What follows belongs to an exercise in optimizing a design on an open flow for small area and a short achievable clock period; a production flow would make more cautious choices.
Where RTL was checked, it was by simulation tests only, not by an equivalence proof against the original.
No functional check of the RTL was part of run 2.
Power is estimated from default activity; no workload was simulated.

==> flow/design.v (outline; a module is shown in full before it is edited, if it fits) <==
// module pid_controller: 907 lines
// module pid_fa: 4 lines
// module pid_pg: 4 lines
// module pid_carry16: 24 lines
// module pid_ha: 4 lines
// module top: 23 lines
module top (
  input  logic        clk,
  input  logic        rst_n,
  input  logic [15:0] setpoint,
  input  logic [15:0] feedback,
  input  logic [15:0] Kp,
  input  logic [15:0] Ki,
  input  logic [15:0] Kd,
  input  logic [15:0] clk_prescaler,
  output logic [15:0] control_signal
);
  // ...
==> flow/flow/run.sh <==
#!/bin/bash
# The standard layout, with the port buffers made of plain buf_1 cells
# instead of the delay buffers buffer_ports picks on its own, and a larger
# setup margin for timing repair.
set -euo pipefail
export BUFFER_PORTS_ARGS="-buffer_cell sky130_fd_sc_hd__buf_1"
bash standard.sh SETUP_SLACK_MARGIN=6.5 finish > standard.log 2>&1
==> flow/standard.sh <==
#!/bin/bash
# synth_recipe.tcl (not shown) runs the flow's synth.tcl, then flattens the netlist and writes it again
# the make line also repeats each setting of config.mk as NAME=value (left out here)
make -C /OpenROAD-flow-scripts/flow DESIGN_CONFIG=/design/flow/config.mk WORK_HOME=/design/flow/orfs CLKGATE_MAP_FILE= SYNTH_SCRIPT=/design/flow/synth_recipe.tcl "${@:-finish}"
==> flow/config.mk <==
export PLATFORM = sky130hd
export DESIGN_NAME = top
export DESIGN_NICKNAME = top
export VERILOG_FILES = /design/flow/design.v
export SDC_FILE = /design/flow/constraint.sdc
export NUM_CORES = 4
export LEC_CHECK = 0
export ABC_AREA = 1
export CAP_MARGIN = 20
export CORE_MARGIN = 2
export CORE_UTILIZATION = 40
export SETUP_SLACK_MARGIN = 5
export SLEW_MARGIN = 20
export SYNTH_HIERARCHICAL = 1
export SYNTH_MINIMUM_KEEP_SIZE = 0
==> flow/constraint.sdc <==
create_clock -name core_clock -period 12.5 [get_ports {clk}]
set_input_delay 2.5000 -clock core_clock [delete_from_list [all_inputs] [get_ports {clk}]]
set_output_delay 2.5000 -clock core_clock [all_outputs]
set_load 0.01 [all_outputs]
==> results.cfg, run 1 <==
[worst_hold_path]
hold_depth = 1

[layout]
final_cell_mix = nand2_1, inv_1, fa_1
area_delta_synth_final_pct = 18.80
multi_input_area_share = 0.7064
multi_input_area_um2 = 13150
register_area_um2 = 2429
nNetsFinal = 2472
sh_seq_area = 0.1305
seq_cell_count = 97
layout-drive-gt1-share = 0.1654

[worst_setup_path]
path_cells = buf_1 -> nand2_4 -> buf_4 -> xor2_1 -> o22ai_1 -> fa_1 -> fa_1 -> fa_1 -> fa_1 -> fa_1 -> fa_1 -> fa_1
end_kind = register
crit_path_end = u_dut.C1[15]

[synth]
synth_top_family_by_area = adder cells
yosysUniqueCellTypes = 43
async_flop_share = 1.000
synth_adder_area_share = 0.3423
synth-simple-area-share = 0.1991
yosysTopAreaCell = fa_1
synth_xor_xnor_area_share = 0.1326

[power]
pg_clk_mw = 0.293
p_seq_frac = 0.147
powerDensity_nw_per_um2 = 177.7
p_seq_mw = 0.487

[status]
outcome = finished clean

[route]
wl_per_cell_um = 18.61
highest_layer = met4
met3_length_um = 3248

[place]
dp_slack_ns = 5.147
portBuffers = 113

[clock_network]
insertion_delay_ns = 0.38
cts_resized = 96
cts.clk_slew.worst_paths_ns = 0.08
cts_root_buffer = clkbuf_16

[global_route]
grt.met3_usage = 0.05031
antenna_found_initial = 0

[sta]
maxSlewViolCount = 0
rsz0062_at_grt = yes
==> inputs of run 2 (changes only) <==
--- a/flow/design.v
+++ b/flow/design.v
@@ -8,18 +8,21 @@
     input  logic [15:0] Ki,
     input  logic [15:0] Kd,
     input  logic [15:0] clk_prescaler,
     output logic [15:0] control_signal
 );
   logic [15:0] clk_divider;
   logic        smp;
   logic [15:0] prev;
-  logic [15:0] I0, I1;    
-  logic [15:0] C0, C1;    
+  logic [15:0] I0;
+  logic [15:0] I1;
+  logic [15:0] C0;
+  logic [15:0] C1;
+  logic [15:0] C2;
   wire [16:0] inc_c;
   assign inc_c[0] = 1'b1;
   wire [15:0] cnt_inc;
   genvar g;
   generate for (g = 0; g < 16; g = g + 1) begin : g_inc
     assign cnt_inc[g] = clk_divider[g] ^ inc_c[g];
     assign inc_c[g+1] = clk_divider[g] & inc_c[g];
   end endgenerate
@@ -33,18 +36,67 @@
     end else begin
       clk_divider <= cnt_inc;
       smp <= 1'b0;
     end
   end
   wire [15:0] kig  = Ki & {16{smp}};
   wire [15:0] kpg  = Kp & {16{smp}};
   wire [15:0] kdg  = Kd & {16{smp}};
-  wire [15:0] X0   = smp ? I0 : C0;
-  wire [15:0] X1   = smp ? I1 : C1;
+  wire [15:0] X0;
+  assign X0[0] = smp ? I0[0] : C0[0];
+  assign X0[1] = smp ? I0[1] : C0[1];
+  assign X0[2] = smp ? I0[2] : C0[2];
+  assign X0[3] = smp ? I0[3] : C0[3];
+  assign X0[4] = smp ? I0[4] : C0[4];
+  assign X0[5] = smp ? I0[5] : C0[5];
+  assign X0[6] = smp ? I0[6] : C0[6];
+  assign X0[7] = smp ? I0[7] : C0[7];
+  assign X0[8] = smp ? I0[8] : C0[8];
+  assign X0[9] = smp ? I0[9] : C0[9];
+  assign X0[10] = smp ? I0[10] : C0[10];
+  assign X0[11] = smp ? I0[11] : C0[11];
+  assign X0[12] = smp ? I0[12] : C0[12];
+  assign X0[13] = smp ? I0[13] : C0[13];
+  assign X0[14] = smp ? I0[14] : C0[14];
+  assign X0[15] = smp ? I0[15] : C0[15];
+  wire [15:0] X1;
+  assign X1[0] = smp ? I1[0] : C1[0];
+  assign X1[1] = smp ? I1[1] : C1[1];
+  assign X1[2] = smp ? I1[2] : C1[2];
+  assign X1[3] = smp ? I1[3] : C1[3];
+  assign X1[4] = smp ? I1[4] : C1[4];
+  assign X1[5] = smp ? I1[5] : C1[5];
+  assign X1[6] = smp ? I1[6] : C1[6];
+  assign X1[7] = smp ? I1[7] : C1[7];
+  assign X1[8] = smp ? I1[8] : C1[8];
+  assign X1[9] = smp ? I1[9] : C1[9];
+  assign X1[10] = smp ? I1[10] : C1[10];
+  assign X1[11] = smp ? I1[11] : C1[11];
+  assign X1[12] = smp ? I1[12] : C1[12];
+  assign X1[13] = smp ? I1[13] : C1[13];
+  assign X1[14] = smp ? I1[14] : C1[14];
+  assign X1[15] = smp ? I1[15] : C1[15];
+  wire [15:0] X2;
+  assign X2[0] = 1'b0;
+  assign X2[1] = 1'b0;
+  assign X2[2] = 1'b0;
+  assign X2[3] = 1'b0;
+  assign X2[4] = 1'b0;
+  assign X2[5] = 1'b0;
+  assign X2[6] = 1'b0;
+  assign X2[7] = 1'b0;
+  assign X2[8] = 1'b0;
+  assign X2[9] = 1'b0;
+  assign X2[10] = 1'b0;
+  assign X2[11] = 1'b0;
+  assign X2[12] = ~smp & C2[12];
+  assign X2[13] = ~smp & C2[13];
+  assign X2[14] = ~smp & C2[14];
+  assign X2[15] = ~smp & C2[15];
   wire e_p0, e_g0;
   pid_pg u_e_pg0 (.a(setpoint[0]), .b(~feedback[0]), .g(e_g0), .p(e_p0));
   wire e_p1, e_g1;
   pid_pg u_e_pg1 (.a(setpoint[1]), .b(~feedback[1]), .g(e_g1), .p(e_p1));
   wire e_p2, e_g2;
   pid_pg u_e_pg2 (.a(setpoint[2]), .b(~feedback[2]), .g(e_g2), .p(e_p2));
   wire e_p3, e_g3;
   pid_pg u_e_pg3 (.a(setpoint[3]), .b(~feedback[3]), .g(e_g3), .p(e_p3));
@@ -732,148 +784,158 @@
   pid_fa u_ct_163 (.a(ct_155), .b(ct_157), .c(ct_138), .s(ct_163), .co(ct_164));
   wire ct_165, ct_166;
   pid_fa u_ct_165 (.a(ct_159), .b(ct_140), .c(ct_161), .s(ct_165), .co(ct_166));
   wire ct_167, ct_168;
   pid_fa u_ct_167 (.a(ct_163), .b(ct_142), .c(ct_165), .s(ct_167), .co(ct_168));
   wire ct_169, ct_170;
   pid_fa u_ct_169 (.a(pd_neg6), .b(X0[12]), .c(X1[12]), .s(ct_169), .co(ct_170));
   wire ct_171, ct_172;
-  pid_fa u_ct_171 (.a(ct_169), .b(ct_146), .c(kdp_p0_12), .s(ct_171), .co(ct_172));
+  pid_fa u_ct_171 (.a(X2[12]), .b(ct_169), .c(ct_146), .s(ct_171), .co(ct_172));
   wire ct_173, ct_174;
-  pid_fa u_ct_173 (.a(kdp_p1_10), .b(kdp_p2_8), .c(kdp_p3_6), .s(ct_173), .co(ct_174));
+  pid_fa u_ct_173 (.a(ct_171), .b(kdp_p0_12), .c(kdp_p1_10), .s(ct_173), .co(ct_174));
   wire ct_175, ct_176;
-  pid_fa u_ct_175 (.a(kdp_p4_4), .b(kdp_p5_2), .c(kdp_p6_0), .s(ct_175), .co(ct_176));
+  pid_fa u_ct_175 (.a(kdp_p2_8), .b(kdp_p3_6), .c(kdp_p4_4), .s(ct_175), .co(ct_176));
   wire ct_177, ct_178;
-  pid_fa u_ct_177 (.a(ct_148), .b(ct_150), .c(ct_171), .s(ct_177), .co(ct_178));
+  pid_fa u_ct_177 (.a(kdp_p5_2), .b(kdp_p6_0), .c(ct_148), .s(ct_177), .co(ct_178));
   wire ct_179, ct_180;
-  pid_fa u_ct_179 (.a(ct_173), .b(ct_175), .c(ed_neg6), .s(ct_179), .co(ct_180));
+  pid_fa u_ct_179 (.a(ct_150), .b(ct_173), .c(ct_175), .s(ct_179), .co(ct_180));
   wire ct_181, ct_182;
-  pid_fa u_ct_181 (.a(ct_152), .b(ct_177), .c(kse_p0_12), .s(ct_181), .co(ct_182));
+  pid_fa u_ct_181 (.a(ed_neg6), .b(ct_152), .c(ct_177), .s(ct_181), .co(ct_182));
   wire ct_183, ct_184;
-  pid_fa u_ct_183 (.a(kse_p1_10), .b(kse_p2_8), .c(kse_p3_6), .s(ct_183), .co(ct_184));
+  pid_fa u_ct_183 (.a(ct_179), .b(kse_p0_12), .c(kse_p1_10), .s(ct_183), .co(ct_184));
   wire ct_185, ct_186;
-  pid_fa u_ct_185 (.a(kse_p4_4), .b(kse_p5_2), .c(kse_p6_0), .s(ct_185), .co(ct_186));
+  pid_fa u_ct_185 (.a(kse_p2_8), .b(kse_p3_6), .c(kse_p4_4), .s(ct_185), .co(ct_186));
   wire ct_187, ct_188;
-  pid_fa u_ct_187 (.a(ct_179), .b(ct_154), .c(ct_156), .s(ct_187), .co(ct_188));
+  pid_fa u_ct_187 (.a(kse_p5_2), .b(kse_p6_0), .c(ct_154), .s(ct_187), .co(ct_188));
   wire ct_189, ct_190;
-  pid_fa u_ct_189 (.a(ct_158), .b(ct_181), .c(ct_183), .s(ct_189), .co(ct_190));
+  pid_fa u_ct_189 (.a(ct_181), .b(ct_156), .c(ct_158), .s(ct_189), .co(ct_190));
   wire ct_191, ct_192;
-  pid_fa u_ct_191 (.a(ct_185), .b(ct_160), .c(ct_162), .s(ct_191), .co(ct_192));
+  pid_fa u_ct_191 (.a(ct_183), .b(ct_185), .c(ct_160), .s(ct_191), .co(ct_192));
   wire ct_193, ct_194;
-  pid_fa u_ct_193 (.a(ct_187), .b(ct_189), .c(ct_164), .s(ct_193), .co(ct_194));
+  pid_fa u_ct_193 (.a(ct_187), .b(ct_162), .c(ct_189), .s(ct_193), .co(ct_194));
   wire ct_195, ct_196;
-  pid_fa u_ct_195 (.a(ct_166), .b(ct_191), .c(ct_193), .s(ct_195), .co(ct_196));
+  pid_fa u_ct_195 (.a(ct_164), .b(ct_191), .c(ct_166), .s(ct_195), .co(ct_196));
   wire ct_197, ct_198;
-  pid_fa u_ct_197 (.a(X0[13]), .b(X1[13]), .c(ct_170), .s(ct_197), .co(ct_198));
+  pid_fa u_ct_197 (.a(X0[13]), .b(X1[13]), .c(X2[13]), .s(ct_197), .co(ct_198));
   wire ct_199, ct_200;
-  pid_fa u_ct_199 (.a(ct_197), .b(kdp_p0_13), .c(kdp_p1_11), .s(ct_199), .co(ct_200));
+  pid_fa u_ct_199 (.a(ct_170), .b(ct_197), .c(ct_172), .s(ct_199), .co(ct_200));
   wire ct_201, ct_202;
-  pid_fa u_ct_201 (.a(kdp_p2_9), .b(kdp_p3_7), .c(kdp_p4_5), .s(ct_201), .co(ct_202));
+  pid_fa u_ct_201 (.a(ct_199), .b(kdp_p0_13), .c(kdp_p1_11), .s(ct_201), .co(ct_202));
   wire ct_203, ct_204;
-  pid_fa u_ct_203 (.a(kdp_p5_3), .b(kdp_p6_1), .c(ct_172), .s(ct_203), .co(ct_204));
+  pid_fa u_ct_203 (.a(kdp_p2_9), .b(kdp_p3_7), .c(kdp_p4_5), .s(ct_203), .co(ct_204));
   wire ct_205, ct_206;
-  pid_fa u_ct_205 (.a(ct_174), .b(ct_176), .c(ct_199), .s(ct_205), .co(ct_206));
+  pid_fa u_ct_205 (.a(kdp_p5_3), .b(kdp_p6_1), .c(ct_174), .s(ct_205), .co(ct_206));
   wire ct_207, ct_208;
-  pid_fa u_ct_207 (.a(ct_201), .b(ct_178), .c(ct_203), .s(ct_207), .co(ct_208));
+  pid_fa u_ct_207 (.a(ct_176), .b(ct_201), .c(ct_203), .s(ct_207), .co(ct_208));
   wire ct_209, ct_210;
-  pid_fa u_ct_209 (.a(ct_205), .b(ct_180), .c(kse_p0_13), .s(ct_209), .co(ct_210));
+  pid_fa u_ct_209 (.a(ct_178), .b(ct_180), .c(ct_205), .s(ct_209), .co(ct_210));
   wire ct_211, ct_212;
-  pid_fa u_ct_211 (.a(kse_p1_11), .b(kse_p2_9), .c(kse_p3_7), .s(ct_211), .co(ct_212));
+  pid_fa u_ct_211 (.a(ct_207), .b(kse_p0_13), .c(kse_p1_11), .s(ct_211), .co(ct_212));
   wire ct_213, ct_214;
-  pid_fa u_ct_213 (.a(kse_p4_5), .b(kse_p5_3), .c(kse_p6_1), .s(ct_213), .co(ct_214));
+  pid_fa u_ct_213 (.a(kse_p2_9), .b(kse_p3_7), .c(kse_p4_5), .s(ct_213), .co(ct_214));
   wire ct_215, ct_216;
-  pid_fa u_ct_215 (.a(ct_207), .b(ct_182), .c(ct_184), .s(ct_215), .co(ct_216));
+  pid_fa u_ct_215 (.a(kse_p5_3), .b(kse_p6_1), .c(ct_182), .s(ct_215), .co(ct_216));
   wire ct_217, ct_218;
-  pid_fa u_ct_217 (.a(ct_186), .b(ct_209), .c(ct_211), .s(ct_217), .co(ct_218));
+  pid_fa u_ct_217 (.a(ct_209), .b(ct_184), .c(ct_186), .s(ct_217), .co(ct_218));
   wire ct_219, ct_220;
-  pid_fa u_ct_219 (.a(ct_213), .b(ct_188), .c(ct_190), .s(ct_219), .co(ct_220));
+  pid_fa u_ct_219 (.a(ct_211), .b(ct_213), .c(ct_188), .s(ct_219), .co(ct_220));
   wire ct_221, ct_222;
-  pid_fa u_ct_221 (.a(ct_215), .b(ct_217), .c(ct_192), .s(ct_221), .co(ct_222));
+  pid_fa u_ct_221 (.a(ct_215), .b(ct_190), .c(ct_217), .s(ct_221), .co(ct_222));
   wire ct_223, ct_224;
-  pid_fa u_ct_223 (.a(ct_219), .b(ct_194), .c(ct_221), .s(ct_223), .co(ct_224));
+  pid_fa u_ct_223 (.a(ct_192), .b(ct_219), .c(ct_194), .s(ct_223), .co(ct_224));
   wire ct_225, ct_226;
   pid_fa u_ct_225 (.a(pd_neg7), .b(X0[14]), .c(X1[14]), .s(ct_225), .co(ct_226));
   wire ct_227, ct_228;
-  pid_fa u_ct_227 (.a(ct_225), .b(ct_198), .c(kdp_p0_14), .s(ct_227), .co(ct_228));
+  pid_fa u_ct_227 (.a(X2[14]), .b(ct_198), .c(ct_225), .s(ct_227), .co(ct_228));
   wire ct_229, ct_230;
-  pid_fa u_ct_229 (.a(kdp_p1_12), .b(kdp_p2_10), .c(kdp_p3_8), .s(ct_229), .co(ct_230));
+  pid_fa u_ct_229 (.a(ct_227), .b(ct_200), .c(kdp_p0_14), .s(ct_229), .co(ct_230));
   wire ct_231, ct_232;
-  pid_fa u_ct_231 (.a(kdp_p4_6), .b(kdp_p5_4), .c(kdp_p6_2), .s(ct_231), .co(ct_232));
+  pid_fa u_ct_231 (.a(kdp_p1_12), .b(kdp_p2_10), .c(kdp_p3_8), .s(ct_231), .co(ct_232));
   wire ct_233, ct_234;
-  pid_fa u_ct_233 (.a(kdp_p7_0), .b(ct_200), .c(ct_202), .s(ct_233), .co(ct_234));
+  pid_fa u_ct_233 (.a(kdp_p4_6), .b(kdp_p5_4), .c(kdp_p6_2), .s(ct_233), .co(ct_234));
   wire ct_235, ct_236;
-  pid_fa u_ct_235 (.a(ct_227), .b(ct_229), .c(ct_231), .s(ct_235), .co(ct_236));
+  pid_fa u_ct_235 (.a(kdp_p7_0), .b(ct_202), .c(ct_204), .s(ct_235), .co(ct_236));
   wire ct_237, ct_238;
-  pid_fa u_ct_237 (.a(ed_neg7), .b(ct_204), .c(ct_206), .s(ct_237), .co(ct_238));
+  pid_fa u_ct_237 (.a(ct_229), .b(ct_231), .c(ct_233), .s(ct_237), .co(ct_238));
   wire ct_239, ct_240;
-  pid_fa u_ct_239 (.a(ct_233), .b(ct_235), .c(kse_p0_14), .s(ct_239), .co(ct_240));
+  pid_fa u_ct_239 (.a(ed_neg7), .b(ct_206), .c(ct_208), .s(ct_239), .co(ct_240));
   wire ct_241, ct_242;
-  pid_fa u_ct_241 (.a(kse_p1_12), .b(kse_p2_10), .c(kse_p3_8), .s(ct_241), .co(ct_242));
+  pid_fa u_ct_241 (.a(ct_235), .b(ct_237), .c(kse_p0_14), .s(ct_241), .co(ct_242));
   wire ct_243, ct_244;
-  pid_fa u_ct_243 (.a(kse_p4_6), .b(kse_p5_4), .c(kse_p6_2), .s(ct_243), .co(ct_244));
+  pid_fa u_ct_243 (.a(kse_p1_12), .b(kse_p2_10), .c(kse_p3_8), .s(ct_243), .co(ct_244));
   wire ct_245, ct_246;
-  pid_fa u_ct_245 (.a(kse_p7_0), .b(ct_208), .c(ct_237), .s(ct_245), .co(ct_246));
+  pid_fa u_ct_245 (.a(kse_p4_6), .b(kse_p5_4), .c(kse_p6_2), .s(ct_245), .co(ct_246));
   wire ct_247, ct_248;
-  pid_fa u_ct_247 (.a(ct_210), .b(ct_212), .c(ct_214), .s(ct_247), .co(ct_248));
+  pid_fa u_ct_247 (.a(kse_p7_0), .b(ct_210), .c(ct_239), .s(ct_247), .co(ct_248));
   wire ct_249, ct_250;
-  pid_fa u_ct_249 (.a(ct_239), .b(ct_241), .c(ct_243), .s(ct_249), .co(ct_250));
+  pid_fa u_ct_249 (.a(ct_212), .b(ct_214), .c(ct_241), .s(ct_249), .co(ct_250));
   wire ct_251, ct_252;
-  pid_fa u_ct_251 (.a(ct_245), .b(ct_216), .c(ct_218), .s(ct_251), .co(ct_252));
+  pid_fa u_ct_251 (.a(ct_243), .b(ct_245), .c(ct_216), .s(ct_251), .co(ct_252));
   wire ct_253, ct_254;
-  pid_fa u_ct_253 (.a(ct_247), .b(ct_249), .c(ct_220), .s(ct_253), .co(ct_254));
+  pid_fa u_ct_253 (.a(ct_247), .b(ct_218), .c(ct_220), .s(ct_253), .co(ct_254));
   wire ct_255, ct_256;
-  pid_fa u_ct_255 (.a(ct_251), .b(ct_222), .c(ct_253), .s(ct_255), .co(ct_256));
+  pid_fa u_ct_255 (.a(ct_249), .b(ct_251), .c(ct_222), .s(ct_255), .co(ct_256));
   wire ct_257, ct_258;
-  pid_fa u_ct_257 (.a(X0[15]), .b(X1[15]), .c(ct_226), .s(ct_257), .co(ct_258));
+  pid_fa u_ct_257 (.a(X0[15]), .b(X1[15]), .c(X2[15]), .s(ct_257), .co(ct_258));
   wire ct_259, ct_260;
-  pid_fa u_ct_259 (.a(ct_257), .b(kdp_p0_15), .c(kdp_p1_13), .s(ct_259), .co(ct_260));
+  pid_fa u_ct_259 (.a(ct_226), .b(ct_257), .c(ct_228), .s(ct_259), .co(ct_260));
   wire ct_261, ct_262;
-  pid_fa u_ct_261 (.a(kdp_p2_11), .b(kdp_p3_9), .c(kdp_p4_7), .s(ct_261), .co(ct_262));
+  pid_fa u_ct_261 (.a(ct_259), .b(kdp_p0_15), .c(kdp_p1_13), .s(ct_261), .co(ct_262));
   wire ct_263, ct_264;
-  pid_fa u_ct_263 (.a(kdp_p5_5), .b(kdp_p6_3), .c(kdp_p7_1), .s(ct_263), .co(ct_264));
+  pid_fa u_ct_263 (.a(kdp_p2_11), .b(kdp_p3_9), .c(kdp_p4_7), .s(ct_263), .co(ct_264));
   wire ct_265, ct_266;
-  pid_fa u_ct_265 (.a(ct_228), .b(ct_230), .c(ct_232), .s(ct_265), .co(ct_266));
+  pid_fa u_ct_265 (.a(kdp_p5_5), .b(kdp_p6_3), .c(kdp_p7_1), .s(ct_265), .co(ct_266));
   wire ct_267, ct_268;
-  pid_fa u_ct_267 (.a(ct_259), .b(ct_261), .c(ct_263), .s(ct_267), .co(ct_268));
+  pid_fa u_ct_267 (.a(ct_230), .b(ct_232), .c(ct_234), .s(ct_267), .co(ct_268));
   wire ct_269, ct_270;
-  pid_fa u_ct_269 (.a(ct_234), .b(ct_236), .c(ct_265), .s(ct_269), .co(ct_270));
+  pid_fa u_ct_269 (.a(ct_261), .b(ct_263), .c(ct_265), .s(ct_269), .co(ct_270));
   wire ct_271, ct_272;
-  pid_fa u_ct_271 (.a(ct_267), .b(kse_p0_15), .c(kse_p1_13), .s(ct_271), .co(ct_272));
+  pid_fa u_ct_271 (.a(ct_236), .b(ct_238), .c(ct_267), .s(ct_271), .co(ct_272));
   wire ct_273, ct_274;
-  pid_fa u_ct_273 (.a(kse_p2_11), .b(kse_p3_9), .c(kse_p4_7), .s(ct_273), .co(ct_274));
+  pid_fa u_ct_273 (.a(ct_269), .b(kse_p0_15), .c(kse_p1_13), .s(ct_273), .co(ct_274));
   wire ct_275, ct_276;
-  pid_fa u_ct_275 (.a(kse_p5_5), .b(kse_p6_3), .c(kse_p7_1), .s(ct_275), .co(ct_276));
+  pid_fa u_ct_275 (.a(kse_p2_11), .b(kse_p3_9), .c(kse_p4_7), .s(ct_275), .co(ct_276));
   wire ct_277, ct_278;
-  pid_fa u_ct_277 (.a(ct_238), .b(ct_269), .c(ct_240), .s(ct_277), .co(ct_278));
+  pid_fa u_ct_277 (.a(kse_p5_5), .b(kse_p6_3), .c(kse_p7_1), .s(ct_277), .co(ct_278));
   wire ct_279, ct_280;
-  pid_fa u_ct_279 (.a(ct_242), .b(ct_244), .c(ct_271), .s(ct_279), .co(ct_280));
+  pid_fa u_ct_279 (.a(ct_240), .b(ct_271), .c(ct_242), .s(ct_279), .co(ct_280));
   wire ct_281, ct_282;
-  pid_fa u_ct_281 (.a(ct_273), .b(ct_275), .c(ct_246), .s(ct_281), .co(ct_282));
+  pid_fa u_ct_281 (.a(ct_244), .b(ct_246), .c(ct_273), .s(ct_281), .co(ct_282));
   wire ct_283, ct_284;
-  pid_fa u_ct_283 (.a(ct_248), .b(ct_250), .c(ct_277), .s(ct_283), .co(ct_284));
+  pid_fa u_ct_283 (.a(ct_275), .b(ct_277), .c(ct_248), .s(ct_283), .co(ct_284));
   wire ct_285, ct_286;
-  pid_fa u_ct_285 (.a(ct_279), .b(ct_281), .c(ct_252), .s(ct_285), .co(ct_286));
+  pid_fa u_ct_285 (.a(ct_250), .b(ct_279), .c(ct_281), .s(ct_285), .co(ct_286));
   wire ct_287, ct_288;
-  pid_fa u_ct_287 (.a(ct_283), .b(ct_254), .c(ct_285), .s(ct_287), .co(ct_288));
+  pid_fa u_ct_287 (.a(ct_252), .b(ct_283), .c(ct_254), .s(ct_287), .co(ct_288));
   always_ff @(posedge clk or negedge rst_n) begin
     if (!rst_n) begin
       prev <= 16'h0000;
       I0 <= 16'h0000;
       I1 <= 16'h0000;
       C0 <= 16'h0000;
       C1 <= 16'h0000;
+      C2 <= 16'h0000;
     end else begin
       if (smp) prev <= e;
       I0 <= {it_128, it_112, it_98, it_84, it_72, it_60, it_50, it_40, it_37, it_24, it_18, it_15, it_8, kie_p1_0, it_3, it_1};
       I1 <= {it_143, it_127, it_111, it_97, it_83, it_71, it_59, it_49, it_39, it_31, it_23, it_17, it_11, it_7, kie_p0_1, kie_p0_0};
-      C0 <= {ct_256, ct_224, ct_196, ct_168, ct_144, ct_120, ct_100, ct_80, ct_64, ct_48, ct_36, ct_24, ct_21, ct_8, kse_p0_1, kse_p0_0};
-      C1 <= {ct_287, ct_255, ct_223, ct_195, ct_167, ct_143, ct_119, ct_99, ct_79, ct_63, ct_47, ct_35, ct_23, ct_15, ct_7, ct_3};
+      C0 <= {ct_285, ct_253, ct_221, ct_193, ct_144, ct_120, ct_100, ct_80, ct_64, ct_48, ct_36, ct_24, ct_21, ct_8, kse_p0_1, kse_p0_0};
+      C1 <= {ct_256, ct_224, ct_196, ct_168, ct_167, ct_143, ct_119, ct_99, ct_79, ct_63, ct_47, ct_35, ct_23, ct_15, ct_7, ct_3};
+      C2 <= {ct_287, ct_255, ct_223, ct_195, 1'b0, 1'b0, 1'b0, 1'b0, 1'b0, 1'b0, 1'b0, 1'b0, 1'b0, 1'b0, 1'b0, 1'b0};
     end
   end
+  wire ot_1, ot_2;
+  pid_ha u_ot_1 (.a(C0[12]), .b(C1[12]), .s(ot_1), .co(ot_2));
+  wire ot_3, ot_4;
+  pid_fa u_ot_3 (.a(C0[13]), .b(C1[13]), .c(C2[13]), .s(ot_3), .co(ot_4));
+  wire ot_5, ot_6;
+  pid_fa u_ot_5 (.a(C0[14]), .b(C1[14]), .c(C2[14]), .s(ot_5), .co(ot_6));
+  wire ot_7, ot_8;
+  pid_fa u_ot_7 (.a(C0[15]), .b(C1[15]), .c(C2[15]), .s(ot_7), .co(ot_8));
   wire csum_p0, csum_g0;
   pid_pg u_csum_pg0 (.a(C0[0]), .b(C1[0]), .g(csum_g0), .p(csum_p0));
   wire csum_p1, csum_g1;
   pid_pg u_csum_pg1 (.a(C0[1]), .b(C1[1]), .g(csum_g1), .p(csum_p1));
   wire csum_p2, csum_g2;
   pid_pg u_csum_pg2 (.a(C0[2]), .b(C1[2]), .g(csum_g2), .p(csum_p2));
   wire csum_p3, csum_g3;
   pid_pg u_csum_pg3 (.a(C0[3]), .b(C1[3]), .g(csum_g3), .p(csum_p3));
@@ -889,23 +951,23 @@
   pid_pg u_csum_pg8 (.a(C0[8]), .b(C1[8]), .g(csum_g8), .p(csum_p8));
   wire csum_p9, csum_g9;
   pid_pg u_csum_pg9 (.a(C0[9]), .b(C1[9]), .g(csum_g9), .p(csum_p9));
   wire csum_p10, csum_g10;
   pid_pg u_csum_pg10 (.a(C0[10]), .b(C1[10]), .g(csum_g10), .p(csum_p10));
   wire csum_p11, csum_g11;
   pid_pg u_csum_pg11 (.a(C0[11]), .b(C1[11]), .g(csum_g11), .p(csum_p11));
   wire csum_p12, csum_g12;
-  pid_pg u_csum_pg12 (.a(C0[12]), .b(C1[12]), .g(csum_g12), .p(csum_p12));
+  pid_pg u_csum_pg12 (.a(C2[12]), .b(ot_1), .g(csum_g12), .p(csum_p12));
   wire csum_p13, csum_g13;
-  pid_pg u_csum_pg13 (.a(C0[13]), .b(C1[13]), .g(csum_g13), .p(csum_p13));
+  pid_pg u_csum_pg13 (.a(ot_2), .b(ot_3), .g(csum_g13), .p(csum_p13));
   wire csum_p14, csum_g14;
-  pid_pg u_csum_pg14 (.a(C0[14]), .b(C1[14]), .g(csum_g14), .p(csum_p14));
+  pid_pg u_csum_pg14 (.a(ot_4), .b(ot_5), .g(csum_g14), .p(csum_p14));
   wire csum_p15, csum_g15;
-  pid_pg u_csum_pg15 (.a(C0[15]), .b(C1[15]), .g(csum_g15), .p(csum_p15));
+  pid_pg u_csum_pg15 (.a(ot_6), .b(ot_7), .g(csum_g15), .p(csum_p15));
   wire [15:0] csum_c;
   pid_carry16 u_csum_cy (.g({csum_g15, csum_g14, csum_g13, csum_g12, csum_g11, csum_g10, csum_g9, csum_g8, csum_g7, csum_g6, csum_g5, csum_g4, csum_g3, csum_g2, csum_g1, csum_g0}), .p({csum_p15, csum_p14, csum_p13, csum_p12, csum_p11, csum_p10, csum_p9, csum_p8, csum_p7, csum_p6, csum_p5, csum_p4, csum_p3, csum_p2, csum_p1, csum_p0}), .ci(1'b0), .c(csum_c));
   wire [15:0] csum = {csum_p15, csum_p14, csum_p13, csum_p12, csum_p11, csum_p10, csum_p9, csum_p8, csum_p7, csum_p6, csum_p5, csum_p4, csum_p3, csum_p2, csum_p1, csum_p0} ^ csum_c;
   assign control_signal = csum;
 endmodule
 module pid_fa(input logic a, b, c, output logic s, co);
   assign s = a ^ b ^ c;
   assign co = (a & b) | (a & c) | (b & c);
==> results.cfg, run 2 <==
[status]
outcome = finished clean

[layout]
final_common_cell = nand2_1
layout-drive-gt1-share = 0.1788
final_cell_mix = nand2_1, inv_1, fa_1
fin_area_um2 = 19160
fillerInstances = 3816
nNetsFinal = 2521
area_delta_synth_final_pct = 20.60
diodes = 0
utilization = 0.4857

[clock_network]
htreeDepth = 3
cts_root_buffer = clkbuf_16
cts_hold_buf = 0
cts_buffers = 9
insertion_delay_ns = 0.37
cts.clk_slew.worst_paths_ns = 0.08
cts_tree = done
cts_buffer_depth = 2
cts_sinks = 101

[sta]
finalSetupViolations = 0
tightest_slew_ns = 1.131
fin_crit_sh = 0.4905
setup_slack_ns = 6.368
skew_ns = 0.01237
rsz0062_at_grt = yes
min_period_ns = 6.132
maxSlewViolCount = 0
hold_violations = 0
clock.fmax_ghz = 0.1631
relSlewSlack = 0.2454
tns_ns = 0

[synth]
async_flop_share = 1.000
synth_most_common_cell = nand2_1
postSynthAreaPerCell_um2 = 8.195
yosysUniqueCellTypes = 45
synth_top_area_frac = 0.2759
yosysTopAreaCell = fa_1
synth_edf_count = 0
synth_top_cells_by_count = nand2_1, inv_1, fa_1
synth_seq_cells = 101
synthCells = 1939
ys_seq_area_frac = 0.1591
synth.cell_area_um2 = 15890
synth.area.top_cells = fa_1, dfrtp_1, nand2_1, ha_1, xnor2_1
ys_warn_count = 10
ys.flop_type = dfrtp_1

[worst_setup_path]
critPathTopFamily = adder cells
path_cells = buf_8 -> inv_12 -> ha_4 -> nand2_4 -> nand2_8 -> nand2_4 -> nand2_4 -> nand2_4 -> nand2_8 -> nand2_4 -> nand2_8 -> nand2_1 -> nand2_1 -> nand2_1 -> nand2_4 -> inv_4 -> ha_4 -> nor2_4 -> buf_4 -> fa_1 -> fa_1 -> fa_1 -> fa_2
worst-path-buf-inv = 4
setup.worst_path.start_class = primary input
cp_data_arrival_time_ns = 6.44
cpPeakStageDelay_ns = 0.58
crit_path_frequent_cell = nand2_4
crit_type = in2reg
end_kind = register
worst-path-max-fanout = 7
worstPathRequired_ns = 12.81
cp_slowest_cell = fa_2

[route]
vias_per_cell = 5.122
wirelength_um = 49840
dr.first_iter.drc_count = 1124
first_pass_iters = 7
via_count = 13570
drc_errors = 0
wl_per_cell_um = 18.81
ant_nets = 0

[floorplan]
initial_core_util = 0.4027
die_w_um = 203.3
core_um2 = 39460
ioPinCount = 114
dieArea_um2 = 41340
row_count = 73
die_y_um = 203.3

[power]
p_clk_frac = 0.095
cellLeakagePower_nw = 9.790
peakVddDrop_mv = 0.1092
combPwrFrac = 0.761
p_seq_frac = 0.143
totalPowerFinal_mw = 3.512
intPower_mw = 1.802
switching_power_mw = 1.710
powerDensity_nw_per_um2 = 183.3
switching_share = 0.4869

[global_route]
grt_max_degree = 85
grt_pass1_wl_um = 78670
antenna_found_initial = 0
first_global_vias = 13810
track_usage = 0.2510
grt_overflow_total = 0

[place]
place_area_um2 = 17220
dpl.hpwl_um = 39200
dp_slack_ns = 4.999
gp_congestion = 0.9677
portBuffers = 113

[worst_hold_path]
hp-class = reg2reg

[flow_run]
drv_cap = 0
run 2: changes by cell type in the layout (fill, tap and decap cells not counted), sizes merged, moves of 3 or more:
| cell | delta |
|---|---|
| nor2 | +3 |
| dfrtp | +4 |
| fa | +3 |
| buf | +31 |
run 2: cell type report:
cell class              instances  area (µm²)  area share
clock inverters                 7       128.9    0.006725
clock buffers                   9       225.2     0.01175
flip-flops and latches        101        2529      0.1320
multi-input cells            1555       13290      0.6933
inverters                     228       903.4     0.04714
repair buffers                225        1435     0.07489
well taps                     525       656.9     0.03428
run 2: kinds of logic after synthesis:
group / after synthesis / synth area share
adder cells (fa/ha/maj): 303 / 0.3420
flip-flops: 101 / 0.1591
other: 2 / 0.0004726
XOR/XNOR: 225 / 0.1320
buffers and inverters: 287 / 0.07441
AO/OA/AOI/OAI: 254 / 0.09362
AND/OR/NAND/NOR: 767 / 0.1983
run 2: worst register-to-register path: stages, from the launching register on:
cell,delay (ns)
dfrtp_2,0.42
buf_6,0.29
nand2_1,0.29
nand2_1,0.10
fa_1,0.41
fa_1,0.43
fa_1,0.40
fa_1,0.48
fa_1,0.58
fa_1,0.49
fa_1,0.54
fa_2,0.42
fa_2,0.37
fa_1,0.47
run 2: metrics by stage:
stage          instances  hold slack, ns
6_report            2650          0.5030
5_1_grt             2650          0.5386
4_1_cts             2625          0.5023
3_5_place_dp        2530          0.4822
3_3_place_gp        2530          0.4757
2_1_floorplan       1943          0.4494
run 2: path summary, 6_finish.rpt:
kind,startpoint,end,depth (start not counted),slack [ns]
setup reg to reg,u_dut.smp,u_dut.C2[15],13,6.67
hold / removal,u_dut.prev[14],u_dut.prev[14],2,0.50
setup / recovery,feedback[0],u_dut.C1[10],23,6.37
max in group asynchronous,rst_n,u_dut.smp,2,9.03
hold reg to reg,u_dut.prev[14],u_dut.prev[14],2,0.50
min in group asynchronous,rst_n,u_dut.I1[15],1,2.15
run 2: metal layers:
metal	up-vias	track usage	routed length, µm
li1	6369	-	-
met3	89	0.04314	3417
met4	0	0.07925	1733
met1	6637	0.3440	21770
met2	479	0.4059	22930
met5	-	0	0
run 2: per-module statistics from Yosys (local to each module, per instance), excerpt:
module          copies in the design  cells
pid_controller                     1   1464
pid_carry16                        3     69
pid_fa                           219      1
pid_ha                             1      1
pid_pg                            48      1
run 2: power groups by stage:
| stage | clock (mW) | combinational, mW | sequential [mW] |
|---|---|---|---|
| CTS | 0.342 | 2.65 | 0.503 |
| detailed placement | 0 | 2.54 | 0.509 |
| floorplan | 0 | 1.83 | 0.486 |
| global placement | 0 | 2.45 | 0.508 |
| finish | 0.335 | 2.67 | 0.503 |
| global route | 0.356 | 3.05 | 0.511 |
run 2: timing repair:
action | CTS | global route
setup endpoints to repair | 36 | 26
buffers inserted | 79 | 24
pin swaps | 56 | 50
gates resized for setup | 79 | 90

==> port drivers added, routing unchanged <==
Ports are ideal in the flow. The routed layouts listed here were re-timed in OpenROAD.
Step 1: set_driving_cell puts a clkbuf_16 on clk and a buf_2 on each other input, an assumption about the parent block.
Step 2 times the ports against the registers' clock, not the clock port: input delays grow and output delays shrink by t, the midpoint of the rising clock arrivals with the driver on.
Slacks: ideal ports / drivers / drivers and shift; pairs: ideal ports / drivers.
| run | t, ns | setup slack, ns | worst hold slack (ns) | latest minus earliest clock arrival (ns) |
|---|---|---|---|---|
| run 1 | 0.422 | 6.085 / 6.093 / 5.671 | 0.491 / 0.491 / 0.491 | 0.011 / 0.011 |
| run 2 | 0.417 | 6.368 / 6.367 / 5.950 | 0.503 / 0.503 / 0.503 | 0.012 / 0.013 |
After both steps setup and hold are still met in every run listed. For run 2, which loses most, drivers alone change the setup slack by -0.001 ns; drivers and shift together by -0.418 ns.
